From an optimization exercise on the open Yosys and OpenROAD flow, aimed at small area; shortcuts taken in it are not production practice. Where RTL was checked, it was by simulation tests only, not by an equivalence proof against the original. No activity file was given, so power comes from the tool's default toggle rates.

==> job 4928 <==
// koto_evt_ctrl
module koto_evt_ctrl(
  input  wire        clk,
  input  wire        reset,
  input  wire [15:0] din,
  input  wire [15:0] trig_in,
  input  wire [13:0] L1A_00, L1A_01, L1A_02, L1A_03,
  input  wire [13:0] L1A_04, L1A_05, L1A_06, L1A_07,
  input  wire [13:0] L1A_08, L1A_09, L1A_10, L1A_11,
  input  wire [13:0] L1A_12, L1A_13, L1A_14, L1A_15,
  input  wire        one_adc_finish_read,
  output wire [15:0] evt_rx_00, evt_rx_01, evt_rx_02, evt_rx_03,
  output wire [15:0] evt_rx_04, evt_rx_05, evt_rx_06, evt_rx_07,
  output wire [15:0] evt_rx_08, evt_rx_09, evt_rx_10, evt_rx_11,
  output wire [15:0] evt_rx_12, evt_rx_13, evt_rx_14, evt_rx_15,
  output wire        need_read,
  output wire        need_check,
  output wire [15:0] start_check,
  output wire        check_in_progress,
  output wire [1:0]  check_error,
  output wire [15:0] L1A_error,
  output wire        L1A_align,
  output wire        one_adc_finish_check,
  output wire [15:0] start_read,
  output wire [1:0]  tx_error,
  output wire [15:0] evt_tx
);
clock: 10.0 ns
lec_check: 0
cap_margin: 10
core_area: 4 4 198 198
die_area: 0 0 202 202
gpl_timing_driven: 0
slew_margin: 10
standard.sh (not shown) runs the stock make flow with config.mk's settings and CLKGATE_MAP_FILE= SYNTH_SCRIPT=/design/flow/synth_recipe.tcl, a recipe that flattens the netlist after the stock synthesis.
==> flow/flow/run.sh <==
#!/bin/bash
# Standard ORFS layout (standard.sh) with these changes:
#  * synthesis maps the logic with an area-oriented ABC script (flow/area.abc)
#    and without ha/fa extraction, through flow/synth_area.tcl, which otherwise
#    runs synth_recipe.tcl as is;
#  * the port buffers, and the buffers synthesis puts on outputs driven by a
#    constant, use the smallest buffer cell;
#  * the large buffers (buf_6 and up) are added to the platform's don't-use
#    list, so high-fanout nets get trees of small buffers;
#  * clock tree: clkbuf_4 buffers over clusters of up to 9 flip-flops
#    (at most 50 um across), without dummy loads.
# Each tool's output goes to standard.log; ORFS's own logs stay under orfs/logs.
set -euo pipefail
W=$(pwd)
export AREA_ABC_SCRIPT=$W/flow/area.abc
export FLOW_SYNTH_TCL=$W/synth_recipe.tcl
export BUFFER_PORTS_ARGS="-buffer_cell sky130_fd_sc_hd__buf_1"
export CTS_ARGS="-sink_clustering_enable -repair_clock_nets -dont_use_dummy_load -buf_list sky130_fd_sc_hd__clkbuf_4 -sink_clustering_size 9 -sink_clustering_max_diameter 50"
# the platform's don't-use cells, then the large buffers
DU="sky130_fd_sc_hd__probe_p_8 sky130_fd_sc_hd__probec_p_8 sky130_fd_sc_hd__lpflow_bleeder_1 sky130_fd_sc_hd__lpflow_clkbufkapwr_1 sky130_fd_sc_hd__lpflow_clkbufkapwr_16 sky130_fd_sc_hd__lpflow_clkbufkapwr_2 sky130_fd_sc_hd__lpflow_clkbufkapwr_4 sky130_fd_sc_hd__lpflow_clkbufkapwr_8 sky130_fd_sc_hd__lpflow_clkinvkapwr_1 sky130_fd_sc_hd__lpflow_clkinvkapwr_16 sky130_fd_sc_hd__lpflow_clkinvkapwr_2 sky130_fd_sc_hd__lpflow_clkinvkapwr_4 sky130_fd_sc_hd__lpflow_clkinvkapwr_8 sky130_fd_sc_hd__lpflow_decapkapwr_12 sky130_fd_sc_hd__lpflow_decapkapwr_3 sky130_fd_sc_hd__lpflow_decapkapwr_4 sky130_fd_sc_hd__lpflow_decapkapwr_6 sky130_fd_sc_hd__lpflow_decapkapwr_8 sky130_fd_sc_hd__lpflow_inputiso0n_1 sky130_fd_sc_hd__lpflow_inputiso0p_1 sky130_fd_sc_hd__lpflow_inputiso1n_1 sky130_fd_sc_hd__lpflow_inputiso1p_1 sky130_fd_sc_hd__lpflow_inputisolatch_1 sky130_fd_sc_hd__lpflow_isobufsrc_1 sky130_fd_sc_hd__lpflow_isobufsrc_16 sky130_fd_sc_hd__lpflow_isobufsrc_2 sky130_fd_sc_hd__lpflow_isobufsrc_4 sky130_fd_sc_hd__lpflow_isobufsrc_8 sky130_fd_sc_hd__lpflow_isobufsrckapwr_16 sky130_fd_sc_hd__lpflow_lsbuf_lh_hl_isowell_tap_1 sky130_fd_sc_hd__lpflow_lsbuf_lh_hl_isowell_tap_2 sky130_fd_sc_hd__lpflow_lsbuf_lh_hl_isowell_tap_4 sky130_fd_sc_hd__lpflow_lsbuf_lh_isowell_4 sky130_fd_sc_hd__lpflow_lsbuf_lh_isowell_tap_1 sky130_fd_sc_hd__lpflow_lsbuf_lh_isowell_tap_2 sky130_fd_sc_hd__lpflow_lsbuf_lh_isowell_tap_4 sky130_fd_sc_hd__buf_6 sky130_fd_sc_hd__buf_8 sky130_fd_sc_hd__buf_12 sky130_fd_sc_hd__buf_16 sky130_fd_sc_hd__bufbuf_8 sky130_fd_sc_hd__bufbuf_16"
sed "s|SYNTH_SCRIPT=[^ ]*|SYNTH_SCRIPT=$W/flow/synth_area.tcl|; s|\"\${@:-finish}\"|DONT_USE_CELLS=\"$DU\" \"MIN_BUF_CELL_AND_PORTS=sky130_fd_sc_hd__buf_1 A X\" \"\${@:-finish}\"|" standard.sh > standard_area.sh
grep -q "DONT_USE_CELLS=" standard_area.sh
grep -q "MIN_BUF_CELL_AND_PORTS=" standard_area.sh
grep -q "SYNTH_SCRIPT=$W/flow/synth_area.tcl" standard_area.sh
bash standard_area.sh > standard.log 2>&1
==> flow/flow/area.abc <==
strash
&get -n
&fraig -x
&put
dc2
strash
&get -n
&dch -f
&nf -R 1000
&st
&syn2
&dch -f
&nf -R 1000
&st
&dch -f
&nf -R 1000 -C 32
&put
==> flow/flow/synth_area.tcl <==
# The standard flow's synthesis (synth_recipe.tcl, unchanged) with two differences in how
# the combinational logic is mapped; registers are not touched:
#  * ABC runs an area-oriented script (area.abc) in place of ORFS's speed script;
#  * half/full adders are not extracted into ha/fa cells first, so ABC maps
#    the adder logic with the rest.
set ::area_abc_script $::env(AREA_ABC_SCRIPT)
proc abc {args} {
  set i [lsearch -exact $args -script]
  if { $i >= 0 } {
    lset args [expr { $i + 1 }] $::area_abc_script
  }
  yosys abc {*}$args
}
proc extract_fa {args} {
  puts "extract_fa skipped"
}
source $::env(FLOW_SYNTH_TCL)
==> inputs of job 3232, as changes to job 4928 <==
--- a/flow/design.v
+++ b/flow/design.v
@@ -20,86 +20,75 @@
   output wire [15:0] L1A_error,
   output wire        L1A_align,
   output wire        one_adc_finish_check,
   output wire [15:0] start_read,
   output wire [1:0]  tx_error,
   output wire [15:0] evt_tx
 );
 reg [15:0] rx [0:15];
-reg        nr_prev_q;      
-reg        up_prev_q;      
+reg        nr_q;           
+reg        nc_q;           
 reg        tx_up_q;        
 reg        rd_act_q;       
 reg [3:0]  rd_idx_q;       
 reg [15:0] tx_q;           
 reg [1:0]  tx_err_q;
 reg        ck_act_q;       
 reg [3:0]  ck_idx_q;       
 reg        ofc_q;          
 reg        ck_err_q;       
+reg        align_q;        
 reg        chk_err_q;      
 wire [15:0] gt;
 genvar gi, gb;
 generate
   for (gi = 0; gi < 16; gi = gi + 1) begin : g_rx
     wire [16:0] cc;        
-    wire [15:0] ic;        
-    assign cc[0] = tx_up_q;
+    wire [16:0] ic;        
+    assign cc[0] = din[gi];
     for (gb = 0; gb < 16; gb = gb + 1) begin : g_b
       assign cc[gb+1] = (rx[gi][gb] & ~tx_q[gb]) | ((rx[gi][gb] | ~tx_q[gb]) & cc[gb]);
       if (gb == 0) begin : g_c0
         assign ic[gb] = din[gi];
       end else begin : g_cn
         assign ic[gb] = din[gi] & (&rx[gi][gb-1:0]);
       end
     end
-    assign gt[gi] = cc[16];
-    wire [16:0] icx = {din[gi] & (&rx[gi]), ic};
+    assign ic[16] = din[gi] & (&rx[gi]);
+    assign gt[gi] = cc[16] & ~ic[16];
     always @(posedge clk)
-      rx[gi] <= (rx[gi] | icx[15:0]) & ~({16{reset}} | icx[16:1]);
+      if (reset) rx[gi] <= 16'd0;
+      else       rx[gi] <= rx[gi] ^ ic[15:0];
   end
 endgenerate
-wire nr_q = (&gt) & ~(tx_up_q & ~(|tx_q));
-wire nc_q = nr_q & (up_prev_q | ~nr_prev_q);
+wire nr_d = &gt;
 always @(posedge clk)
   if (reset) begin
-    nr_prev_q <= 1'b0;
-    up_prev_q <= 1'b0;
+    nr_q <= 1'b0;
+    nc_q <= 1'b0;
   end else begin
-    nr_prev_q <= nr_q;
-    up_prev_q <= tx_up_q;
+    nr_q <= nr_d;
+    nc_q <= nr_d & (tx_up_q | ~nr_q);
   end
-wire align_q = ofc_q & (&ck_idx_q);
 wire rd_start = align_q & ~rd_act_q & nr_q;
 wire rd_on    = rd_act_q | rd_start;
 wire rd_adv   = one_adc_finish_read & rd_on;
 wire rd_wrap  = rd_adv & (&rd_idx_q);
-wire [16:0] tx_inc;
-generate
-  for (gb = 0; gb < 16; gb = gb + 1) begin : g_tx
-    if (gb == 0) begin : g_c0
-      assign tx_inc[gb] = rd_wrap;
-    end else begin : g_cn
-      assign tx_inc[gb] = rd_wrap & (&tx_q[gb-1:0]);
-    end
-  end
-endgenerate
-assign tx_inc[16] = rd_wrap & (&tx_q);
-always @(posedge clk)
-  tx_q <= (tx_q | tx_inc[15:0]) & ~({16{reset}} | tx_inc[16:1]);
 always @(posedge clk)
   if (reset) begin
     rd_act_q <= 1'b0;
     rd_idx_q <= 4'd0;
+    tx_q     <= 16'd0;
     tx_err_q <= 2'b00;
     tx_up_q  <= 1'b0;
   end else begin
     rd_act_q <= rd_on & ~rd_wrap;
     rd_idx_q <= rd_idx_q + rd_adv;
+    tx_q     <= tx_q + rd_wrap;
     tx_err_q <= tx_err_q | {align_q & rd_act_q, align_q & ~rd_act_q & ~nr_q};
     tx_up_q  <= rd_wrap;
   end
 wire [13:0] l1a [0:15];
 assign l1a[0]  = L1A_00; assign l1a[1]  = L1A_01; assign l1a[2]  = L1A_02; assign l1a[3]  = L1A_03;
 assign l1a[4]  = L1A_04; assign l1a[5]  = L1A_05; assign l1a[6]  = L1A_06; assign l1a[7]  = L1A_07;
 assign l1a[8]  = L1A_08; assign l1a[9]  = L1A_09; assign l1a[10] = L1A_10; assign l1a[11] = L1A_11;
 assign l1a[12] = L1A_12; assign l1a[13] = L1A_13; assign l1a[14] = L1A_14; assign l1a[15] = L1A_15;
@@ -112,22 +101,24 @@
 wire        ck_pass = ck_try & l1a_ok;
 wire        ck_fail = ck_try & ~l1a_ok;
 always @(posedge clk)
   if (reset) begin
     ck_act_q  <= 1'b0;
     ck_idx_q  <= 4'd0;
     ofc_q     <= 1'b0;
     ck_err_q  <= 1'b0;
+    align_q   <= 1'b0;
     chk_err_q <= 1'b0;
   end else begin
     ck_act_q  <= ck_act_q ? ~(ofc_q & (&ck_idx_q)) : nc_q;
     ck_idx_q  <= ck_idx_q + ofc_q;
     ofc_q     <= ck_pass;
-    ck_err_q  <= ck_try ? ~l1a_ok : ck_err_q;
+    ck_err_q  <= ck_fail | (ck_err_q & ~ck_pass);
+    align_q   <= ck_pass & (&ck_idx_q);
     chk_err_q <= chk_err_q | (nc_q & ck_act_q);
   end
 wire [15:0] ck_dec = 16'd1 << ck_idx_q;
 wire [15:0] rd_dec = 16'd1 << rd_idx_q;
 assign evt_rx_00 = rx[0];  assign evt_rx_01 = rx[1];  assign evt_rx_02 = rx[2];  assign evt_rx_03 = rx[3];
 assign evt_rx_04 = rx[4];  assign evt_rx_05 = rx[5];  assign evt_rx_06 = rx[6];  assign evt_rx_07 = rx[7];
 assign evt_rx_08 = rx[8];  assign evt_rx_09 = rx[9];  assign evt_rx_10 = rx[10]; assign evt_rx_11 = rx[11];
 assign evt_rx_12 = rx[12]; assign evt_rx_13 = rx[13]; assign evt_rx_14 = rx[14]; assign evt_rx_15 = rx[15];
==> flow/flow/run.sh (replaced) <==
#!/bin/bash
# Standard ORFS layout (standard.sh) with two changes:
#  * synthesis maps the logic with an area-oriented ABC script (flow/area.abc),
#    through flow/synth_area.tcl, which otherwise runs synth_recipe.tcl as is;
#  * the port buffers use the smallest buffer cell.
# Each tool's output goes to standard.log; ORFS's own logs stay under orfs/logs.
set -euo pipefail
W=$(pwd)
export AREA_ABC_SCRIPT=$W/flow/area.abc
export FLOW_SYNTH_TCL=$W/synth_recipe.tcl
export BUFFER_PORTS_ARGS="-buffer_cell sky130_fd_sc_hd__buf_1"
sed "s|SYNTH_SCRIPT=[^ ]*|SYNTH_SCRIPT=$W/flow/synth_area.tcl|" standard.sh > standard_area.sh
grep -q "SYNTH_SCRIPT=$W/flow/synth_area.tcl" standard_area.sh
bash standard_area.sh > standard.log 2>&1
==> flow/flow/area.abc (replaced) <==
strash
&get -n
&fraig -x
&put
dc2
strash
&get -n
&dch -f
&nf -R 1000
&st
&syn2
&dch -f
&nf -R 1000
&st
&dch -f
&nf -R 1000
&put
==> flow/flow/synth_area.tcl (replaced) <==
# The standard flow's synthesis (synth_recipe.tcl, unchanged) with one difference: the
# combinational logic is mapped by ABC with an area-oriented script
# (area.abc) in place of ORFS's speed script. Registers are not touched.
set ::area_abc_script $::env(AREA_ABC_SCRIPT)
proc abc {args} {
  set i [lsearch -exact $args -script]
  if { $i >= 0 } {
    lset args [expr { $i + 1 }] $::area_abc_script
  }
  yosys abc {*}$args
}
source $::env(FLOW_SYNTH_TCL)
- CAP_MARGIN: 10 -> 20
- CTS_BUF_LIST: not set -> sky130_fd_sc_hd__clkbuf_4
- GPL_TIMING_DRIVEN: 0 -> not set
- SLEW_MARGIN: 10 -> 20
==> load_flow_metrics.sql <==
INSERT INTO impl_metrics (metric_group, metric, value, unit) VALUES
('outcome', 'status', 'finished clean', ''),
('pwr', 'power.total', '0.002438', 'W'),
('die', 'initial_core_utilization', '0.4000', ''),
('global_route', 'antenna_found_initial', '3', '');
[end of results for job 3232]
==> load_flow_metrics.sql <==
INSERT INTO impl_metrics (metric_group, metric, value, unit) VALUES
('pwr', 'power.ir.vdd_worst', '0.00007724', 'V'),
('pwr', 'power.total', '0.001978', 'W'),
('outcome', 'status', 'finished clean', ''),
('worst_setup_path', 'cpLargestDelayFamily', 'compound AO/OA/AOI/OAI gates', ''),
('clock_tree', 'clkLatencyLatePin', '0.72', 'ns'),
('worst_setup_path', 'worstPathBufferInverterCount', '1', '');
[end of results for job 4928]
The RTL of job 3232 was laid out without a check of its function.

* * *

==> inputs of v29 <==
==> flow/design.v <==
module koto_evt_ctrl(
  input  wire        clk,
  input  wire        reset,
  input  wire [15:0] din,
  input  wire [15:0] trig_in,
  input  wire [13:0] L1A_00, L1A_01, L1A_02, L1A_03,
  input  wire [13:0] L1A_04, L1A_05, L1A_06, L1A_07,
  input  wire [13:0] L1A_08, L1A_09, L1A_10, L1A_11,
  input  wire [13:0] L1A_12, L1A_13, L1A_14, L1A_15,
  input  wire        one_adc_finish_read,
  output wire [15:0] evt_rx_00, evt_rx_01, evt_rx_02, evt_rx_03,
  output wire [15:0] evt_rx_04, evt_rx_05, evt_rx_06, evt_rx_07,
  output wire [15:0] evt_rx_08, evt_rx_09, evt_rx_10, evt_rx_11,
  output wire [15:0] evt_rx_12, evt_rx_13, evt_rx_14, evt_rx_15,
  output wire        need_read,
  output wire        need_check,
  output wire [15:0] start_check,
  output wire        check_in_progress,
  output wire [1:0]  check_error,
  output wire [15:0] L1A_error,
  output wire        L1A_align,
  output wire        one_adc_finish_check,
  output wire [15:0] start_read,
  output wire [1:0]  tx_error,
  output wire [15:0] evt_tx
);
reg [15:0] rx [0:15];
reg        nr_prev_q;      
reg        up_prev_q;      
reg        tx_up_q;        
reg        rd_act_q;       
reg [3:0]  rd_idx_q;       
reg [15:0] tx_q;           
reg [1:0]  tx_err_q;
reg        ck_act_q;       
reg [3:0]  ck_idx_q;       
reg        ofc_q;          
reg        ck_err_q;       
reg        chk_err_q;      
wire [15:0] gt;
genvar gi, gb;
generate
  for (gi = 0; gi < 16; gi = gi + 1) begin : g_rx
    wire [16:0] cc;        
    wire [15:0] ic;        
    assign cc[0] = tx_up_q;
    for (gb = 0; gb < 16; gb = gb + 1) begin : g_b
      assign cc[gb+1] = (rx[gi][gb] & ~tx_q[gb]) | ((rx[gi][gb] | ~tx_q[gb]) & cc[gb]);
      if (gb == 0) begin : g_c0
        assign ic[gb] = din[gi];
      end else begin : g_cn
        assign ic[gb] = din[gi] & (&rx[gi][gb-1:0]);
      end
    end
    assign gt[gi] = cc[16];
    wire [16:0] icx = {din[gi] & (&rx[gi]), ic};
    always @(posedge clk)
      rx[gi] <= (rx[gi] | icx[15:0]) & ~({16{reset}} | icx[16:1]);
  end
endgenerate
wire nr_q = (&gt) & ~(tx_up_q & ~(|tx_q));
wire nc_q = nr_q & (up_prev_q | ~nr_prev_q);
always @(posedge clk)
  if (reset) begin
    nr_prev_q <= 1'b0;
    up_prev_q <= 1'b0;
  end else begin
    nr_prev_q <= nr_q;
    up_prev_q <= tx_up_q;
  end
wire align_q = ofc_q & (&ck_idx_q);
wire rd_start = align_q & ~rd_act_q & nr_q;
wire rd_on    = rd_act_q | rd_start;
wire rd_adv   = one_adc_finish_read & rd_on;
wire rd_wrap  = rd_adv & (&rd_idx_q);
wire [16:0] tx_inc;
generate
  for (gb = 0; gb < 16; gb = gb + 1) begin : g_tx
    if (gb == 0) begin : g_c0
      assign tx_inc[gb] = rd_wrap;
    end else begin : g_cn
      assign tx_inc[gb] = rd_wrap & (&tx_q[gb-1:0]);
    end
  end
endgenerate
assign tx_inc[16] = rd_wrap & (&tx_q);
always @(posedge clk)
  tx_q <= (tx_q | tx_inc[15:0]) & ~({16{reset}} | tx_inc[16:1]);
always @(posedge clk)
  if (reset) begin
    rd_act_q <= 1'b0;
    rd_idx_q <= 4'd0;
    tx_err_q <= 2'b00;
    tx_up_q  <= 1'b0;
  end else begin
    rd_act_q <= rd_on & ~rd_wrap;
    rd_idx_q <= rd_idx_q + rd_adv;
    tx_err_q <= tx_err_q | {align_q & rd_act_q, align_q & ~rd_act_q & ~nr_q};
    tx_up_q  <= rd_wrap;
  end
wire [13:0] l1a [0:15];
assign l1a[0]  = L1A_00; assign l1a[1]  = L1A_01; assign l1a[2]  = L1A_02; assign l1a[3]  = L1A_03;
assign l1a[4]  = L1A_04; assign l1a[5]  = L1A_05; assign l1a[6]  = L1A_06; assign l1a[7]  = L1A_07;
assign l1a[8]  = L1A_08; assign l1a[9]  = L1A_09; assign l1a[10] = L1A_10; assign l1a[11] = L1A_11;
assign l1a[12] = L1A_12; assign l1a[13] = L1A_13; assign l1a[14] = L1A_14; assign l1a[15] = L1A_15;
wire [2:0]  ev_sel = ck_idx_q[3:1];                       
wire [2:0]  od_sel = ck_idx_q[3:1] - {2'b00, ~ck_idx_q[0]};  
wire [13:0] ev_l1a = l1a[{ev_sel, 1'b0}];
wire [13:0] od_l1a = l1a[{od_sel, 1'b1}];
wire        l1a_ok = (ev_l1a == od_l1a) | (ck_idx_q == 4'd0);
wire        ck_try = ck_act_q & ~ofc_q & trig_in[ck_idx_q];
wire        ck_pass = ck_try & l1a_ok;
wire        ck_fail = ck_try & ~l1a_ok;
always @(posedge clk)
  if (reset) begin
    ck_act_q  <= 1'b0;
    ck_idx_q  <= 4'd0;
    ofc_q     <= 1'b0;
    ck_err_q  <= 1'b0;
    chk_err_q <= 1'b0;
  end else begin
    ck_act_q  <= ck_act_q ? ~(ofc_q & (&ck_idx_q)) : nc_q;
    ck_idx_q  <= ck_idx_q + ofc_q;
    ofc_q     <= ck_pass;
    ck_err_q  <= ck_try ? ~l1a_ok : ck_err_q;
    chk_err_q <= chk_err_q | (nc_q & ck_act_q);
  end
wire [15:0] ck_dec = 16'd1 << ck_idx_q;
wire [15:0] rd_dec = 16'd1 << rd_idx_q;
assign evt_rx_00 = rx[0];  assign evt_rx_01 = rx[1];  assign evt_rx_02 = rx[2];  assign evt_rx_03 = rx[3];
assign evt_rx_04 = rx[4];  assign evt_rx_05 = rx[5];  assign evt_rx_06 = rx[6];  assign evt_rx_07 = rx[7];
assign evt_rx_08 = rx[8];  assign evt_rx_09 = rx[9];  assign evt_rx_10 = rx[10]; assign evt_rx_11 = rx[11];
assign evt_rx_12 = rx[12]; assign evt_rx_13 = rx[13]; assign evt_rx_14 = rx[14]; assign evt_rx_15 = rx[15];
assign need_read            = nr_q;
assign need_check           = nc_q;
assign start_check          = {ck_dec[15:1], ck_dec[0] & ck_act_q};
assign check_in_progress    = ck_act_q;
assign check_error          = {1'b0, chk_err_q};
assign L1A_error            = {ck_dec[15:1] & {15{ck_err_q}}, 1'b0};
assign L1A_align            = align_q;
assign one_adc_finish_check = ofc_q;
assign start_read           = {rd_dec[15:1], rd_dec[0] & rd_act_q};
assign tx_error             = tx_err_q;
assign evt_tx               = tx_q;
endmodule
==> flow/flow/run.sh <==
#!/bin/bash
# Standard ORFS layout (standard.sh) with these changes:
#  * synthesis maps the logic with an area-oriented ABC script (flow/area.abc)
#    and without ha/fa extraction, through flow/synth_area.tcl, which otherwise
#    runs synth_recipe.tcl as is;
#  * the port buffers use the smallest buffer cell;
#  * the large buffers (buf_6 and up) are added to the platform's don't-use
#    list, so high-fanout nets get trees of small buffers;
#  * clock tree: clkbuf_8 buffers over clusters of up to 14 flip-flops,
#    without dummy loads.
# Each tool's output goes to standard.log; ORFS's own logs stay under orfs/logs.
set -euo pipefail
W=$(pwd)
export AREA_ABC_SCRIPT=$W/flow/area.abc
export FLOW_SYNTH_TCL=$W/synth_recipe.tcl
export BUFFER_PORTS_ARGS="-buffer_cell sky130_fd_sc_hd__buf_1"
export CTS_ARGS="-sink_clustering_enable -repair_clock_nets -dont_use_dummy_load -buf_list sky130_fd_sc_hd__clkbuf_8 -sink_clustering_size 14 -sink_clustering_max_diameter 45"
# the platform's don't-use cells, then the large buffers
DU="sky130_fd_sc_hd__probe_p_8 sky130_fd_sc_hd__probec_p_8 sky130_fd_sc_hd__lpflow_bleeder_1 sky130_fd_sc_hd__lpflow_clkbufkapwr_1 sky130_fd_sc_hd__lpflow_clkbufkapwr_16 sky130_fd_sc_hd__lpflow_clkbufkapwr_2 sky130_fd_sc_hd__lpflow_clkbufkapwr_4 sky130_fd_sc_hd__lpflow_clkbufkapwr_8 sky130_fd_sc_hd__lpflow_clkinvkapwr_1 sky130_fd_sc_hd__lpflow_clkinvkapwr_16 sky130_fd_sc_hd__lpflow_clkinvkapwr_2 sky130_fd_sc_hd__lpflow_clkinvkapwr_4 sky130_fd_sc_hd__lpflow_clkinvkapwr_8 sky130_fd_sc_hd__lpflow_decapkapwr_12 sky130_fd_sc_hd__lpflow_decapkapwr_3 sky130_fd_sc_hd__lpflow_decapkapwr_4 sky130_fd_sc_hd__lpflow_decapkapwr_6 sky130_fd_sc_hd__lpflow_decapkapwr_8 sky130_fd_sc_hd__lpflow_inputiso0n_1 sky130_fd_sc_hd__lpflow_inputiso0p_1 sky130_fd_sc_hd__lpflow_inputiso1n_1 sky130_fd_sc_hd__lpflow_inputiso1p_1 sky130_fd_sc_hd__lpflow_inputisolatch_1 sky130_fd_sc_hd__lpflow_isobufsrc_1 sky130_fd_sc_hd__lpflow_isobufsrc_16 sky130_fd_sc_hd__lpflow_isobufsrc_2 sky130_fd_sc_hd__lpflow_isobufsrc_4 sky130_fd_sc_hd__lpflow_isobufsrc_8 sky130_fd_sc_hd__lpflow_isobufsrckapwr_16 sky130_fd_sc_hd__lpflow_lsbuf_lh_hl_isowell_tap_1 sky130_fd_sc_hd__lpflow_lsbuf_lh_hl_isowell_tap_2 sky130_fd_sc_hd__lpflow_lsbuf_lh_hl_isowell_tap_4 sky130_fd_sc_hd__lpflow_lsbuf_lh_isowell_4 sky130_fd_sc_hd__lpflow_lsbuf_lh_isowell_tap_1 sky130_fd_sc_hd__lpflow_lsbuf_lh_isowell_tap_2 sky130_fd_sc_hd__lpflow_lsbuf_lh_isowell_tap_4 sky130_fd_sc_hd__buf_6 sky130_fd_sc_hd__buf_8 sky130_fd_sc_hd__buf_12 sky130_fd_sc_hd__buf_16 sky130_fd_sc_hd__bufbuf_8 sky130_fd_sc_hd__bufbuf_16"
sed "s|SYNTH_SCRIPT=[^ ]*|SYNTH_SCRIPT=$W/flow/synth_area.tcl|; s|\"\${@:-finish}\"|DONT_USE_CELLS=\"$DU\" \"\${@:-finish}\"|" standard.sh > standard_area.sh
grep -q "DONT_USE_CELLS=" standard_area.sh
grep -q "SYNTH_SCRIPT=$W/flow/synth_area.tcl" standard_area.sh
bash standard_area.sh > standard.log 2>&1
==> flow/flow/area.abc <==
strash
&get -n
&fraig -x
&put
dc2
strash
&get -n
&dch -f
&nf -R 1000
&st
&syn2
&dch -f
&nf -R 1000
&st
&dch -f
&nf -R 1000 -C 32
&put
==> flow/flow/synth_area.tcl <==
# The standard flow's synthesis (synth_recipe.tcl, unchanged) with two differences in how
# the combinational logic is mapped; registers are not touched:
#  * ABC runs an area-oriented script (area.abc) in place of ORFS's speed script;
#  * half/full adders are not extracted into ha/fa cells first, so ABC maps
#    the adder logic with the rest.
set ::area_abc_script $::env(AREA_ABC_SCRIPT)
proc abc {args} {
  set i [lsearch -exact $args -script]
  if { $i >= 0 } {
    lset args [expr { $i + 1 }] $::area_abc_script
  }
  yosys abc {*}$args
}
proc extract_fa {args} {
  puts "extract_fa skipped"
}
source $::env(FLOW_SYNTH_TCL)
==> flow/standard.sh <==
#!/bin/bash
# synth_recipe.tcl (not shown) runs the flow's synth.tcl, then flattens the netlist and writes it again
# the make line also repeats each setting of config.mk as NAME=value (left out here)
make -C /OpenROAD-flow-scripts/flow DESIGN_CONFIG=/design/flow/config.mk WORK_HOME=/design/flow/orfs CLKGATE_MAP_FILE= SYNTH_SCRIPT=/design/flow/synth_recipe.tcl "${@:-finish}"
==> flow/config.mk <==
export PLATFORM = sky130hd
export DESIGN_NAME = koto_evt_ctrl
export DESIGN_NICKNAME = koto_evt_ctrl
export VERILOG_FILES = /design/flow/design.v
export SDC_FILE = /design/flow/constraint.sdc
export NUM_CORES = 4
export LEC_CHECK = 0
export CAP_MARGIN = 0
export CORE_AREA = 4 4 198 198
export DIE_AREA = 0 0 202 202
export GPL_TIMING_DRIVEN = 0
export SLEW_MARGIN = 0
==> flow/constraint.sdc <==
create_clock -name core_clock -period 10.0 [get_ports {clk}]
set_input_delay 2.0000 -clock core_clock [delete_from_list [all_inputs] [get_ports {clk}]]
set_output_delay 2.0000 -clock core_clock [all_outputs]
set_load 0.01 [all_outputs]
==> inputs of v1, as changes to v29 <==
==> flow/flow/run.sh (replaced) <==
#!/bin/bash
# Standard ORFS layout (standard.sh) with these changes:
#  * synthesis maps the logic with an area-oriented ABC script (flow/area.abc)
#    and without ha/fa extraction, through flow/synth_area.tcl, which otherwise
#    runs synth_recipe.tcl as is;
#  * the port buffers, and the buffers synthesis puts on outputs driven by a
#    constant, use the smallest buffer cell;
#  * the large buffers (buf_6 and up) are added to the platform's don't-use
#    list, so high-fanout nets get trees of small buffers;
#  * clock tree: clkbuf_8 buffers over clusters of up to 12 flip-flops
#    (at most 50 um across), without dummy loads.
# Each tool's output goes to standard.log; ORFS's own logs stay under orfs/logs.
set -euo pipefail
W=$(pwd)
export AREA_ABC_SCRIPT=$W/flow/area.abc
export FLOW_SYNTH_TCL=$W/synth_recipe.tcl
export BUFFER_PORTS_ARGS="-buffer_cell sky130_fd_sc_hd__buf_1"
export CTS_ARGS="-sink_clustering_enable -repair_clock_nets -dont_use_dummy_load -buf_list sky130_fd_sc_hd__clkbuf_8 -sink_clustering_size 12 -sink_clustering_max_diameter 50"
# the platform's don't-use cells, then the large buffers
DU="sky130_fd_sc_hd__probe_p_8 sky130_fd_sc_hd__probec_p_8 sky130_fd_sc_hd__lpflow_bleeder_1 sky130_fd_sc_hd__lpflow_clkbufkapwr_1 sky130_fd_sc_hd__lpflow_clkbufkapwr_16 sky130_fd_sc_hd__lpflow_clkbufkapwr_2 sky130_fd_sc_hd__lpflow_clkbufkapwr_4 sky130_fd_sc_hd__lpflow_clkbufkapwr_8 sky130_fd_sc_hd__lpflow_clkinvkapwr_1 sky130_fd_sc_hd__lpflow_clkinvkapwr_16 sky130_fd_sc_hd__lpflow_clkinvkapwr_2 sky130_fd_sc_hd__lpflow_clkinvkapwr_4 sky130_fd_sc_hd__lpflow_clkinvkapwr_8 sky130_fd_sc_hd__lpflow_decapkapwr_12 sky130_fd_sc_hd__lpflow_decapkapwr_3 sky130_fd_sc_hd__lpflow_decapkapwr_4 sky130_fd_sc_hd__lpflow_decapkapwr_6 sky130_fd_sc_hd__lpflow_decapkapwr_8 sky130_fd_sc_hd__lpflow_inputiso0n_1 sky130_fd_sc_hd__lpflow_inputiso0p_1 sky130_fd_sc_hd__lpflow_inputiso1n_1 sky130_fd_sc_hd__lpflow_inputiso1p_1 sky130_fd_sc_hd__lpflow_inputisolatch_1 sky130_fd_sc_hd__lpflow_isobufsrc_1 sky130_fd_sc_hd__lpflow_isobufsrc_16 sky130_fd_sc_hd__lpflow_isobufsrc_2 sky130_fd_sc_hd__lpflow_isobufsrc_4 sky130_fd_sc_hd__lpflow_isobufsrc_8 sky130_fd_sc_hd__lpflow_isobufsrckapwr_16 sky130_fd_sc_hd__lpflow_lsbuf_lh_hl_isowell_tap_1 sky130_fd_sc_hd__lpflow_lsbuf_lh_hl_isowell_tap_2 sky130_fd_sc_hd__lpflow_lsbuf_lh_hl_isowell_tap_4 sky130_fd_sc_hd__lpflow_lsbuf_lh_isowell_4 sky130_fd_sc_hd__lpflow_lsbuf_lh_isowell_tap_1 sky130_fd_sc_hd__lpflow_lsbuf_lh_isowell_tap_2 sky130_fd_sc_hd__lpflow_lsbuf_lh_isowell_tap_4 sky130_fd_sc_hd__buf_6 sky130_fd_sc_hd__buf_8 sky130_fd_sc_hd__buf_12 sky130_fd_sc_hd__buf_16 sky130_fd_sc_hd__bufbuf_8 sky130_fd_sc_hd__bufbuf_16"
sed "s|SYNTH_SCRIPT=[^ ]*|SYNTH_SCRIPT=$W/flow/synth_area.tcl|; s|\"\${@:-finish}\"|DONT_USE_CELLS=\"$DU\" \"MIN_BUF_CELL_AND_PORTS=sky130_fd_sc_hd__buf_1 A X\" \"\${@:-finish}\"|" standard.sh > standard_area.sh
grep -q "DONT_USE_CELLS=" standard_area.sh
grep -q "MIN_BUF_CELL_AND_PORTS=" standard_area.sh
grep -q "SYNTH_SCRIPT=$W/flow/synth_area.tcl" standard_area.sh
bash standard_area.sh > standard.log 2>&1
==> comparison table <==
item                                                                                                                 v1             v29
Parity-gate share of the synthesized area counting xor and xnor cells                                            0.739%          0.739%
Power density cells                                                                                         121 nW/um^2     120 nW/um^2
Power attributed to the clock group                                                                              756 uW          744 uW
# Max-Cap Violations                                                                                                  2               0
Final Worst Setup Slack                                                                                         2050 ps         1900 ps
Leakage component of the power                                                                               0.00620 uW      0.00622 uW
Post-synthesis share of cell area spent on and, or, nand and nor gates                                            22.2%           22.2%
PnR Total Power                                                                                                 2140 uW         2130 uW
Wire length of the first global-routing pass                                                                     100 mm         99.4 mm
Post-synthesis compound-gate area fraction                                                                        35.4%           35.3%
Initial standard-cell utilization of the core                                                                     38.6%           38.6%
Critical path arrival                                                                                           5950 ps         6100 ps
Global routing usage on met3                                                                                      9.55%           8.29%
Inst Count DP                                                                                                      2795            2799
Slew Viols, Final                                                                                                    31               0
Avg Inst Size Synth                                                                                           8.37 um^2       8.38 um^2
Max VDD drop                                                                                                   0.102 mV       0.0954 mV
Share of the clock period used by the worst path                                                                  79.5%           81.0%
Maximum number of pins on one net before global-route repair                                                         54              46
Antenna diodes                                                                                                        6               5
WHS Endpoint                                                                                                tx_err_q[0]     tx_err_q[1]
Result of the run                                                                              finished with violations  finished clean
Layout check failures                                                   max-capacitance violations, max-slew violations               -
Worst slew margin                                                                                                -3.54%           7.29%
Final Critical Period                                                                                           7950 ps         8100 ps
Largest stage delay on the critical path                                                                         770 ps          780 ps

what the ideal ports hide:
Ports are ideal in the flow. The routed layouts listed here were re-timed in OpenROAD. Step 1: set_driving_cell puts a clkbuf_16 on clk and a buf_2 on each other input, an assumption about the parent block. Step 2 also shifts input and output timing later by t, the mid clock arrival at the registers, as if the neighbouring blocks saw the same clock. Slacks: ideal ports / drivers / drivers and shift; pairs: ideal ports / drivers.
run | t, ns | setup WS [ns] | hold WS [ns] | cell pins on the clock port's net
job 4928 | 0.723 | 1.917 / 1.868 / 2.180 | 0.490 / 0.490 / 0.490 | 1
job 3232 | 0.742 | 4.685 / 4.714 / 3.972 | 0.454 / 0.454 / 0.454 | 1
v29 | 0.596 | 1.896 / 1.845 / 1.998 | 0.468 / 0.468 / 0.468 | 1
v1 | 0.583 | 2.054 / 2.002 / 2.155 | 0.473 / 0.473 / 0.473 | 1
The setup slack of job 3232, which loses most, moves by +0.029 ns with the drivers and by -0.713 ns with both steps.
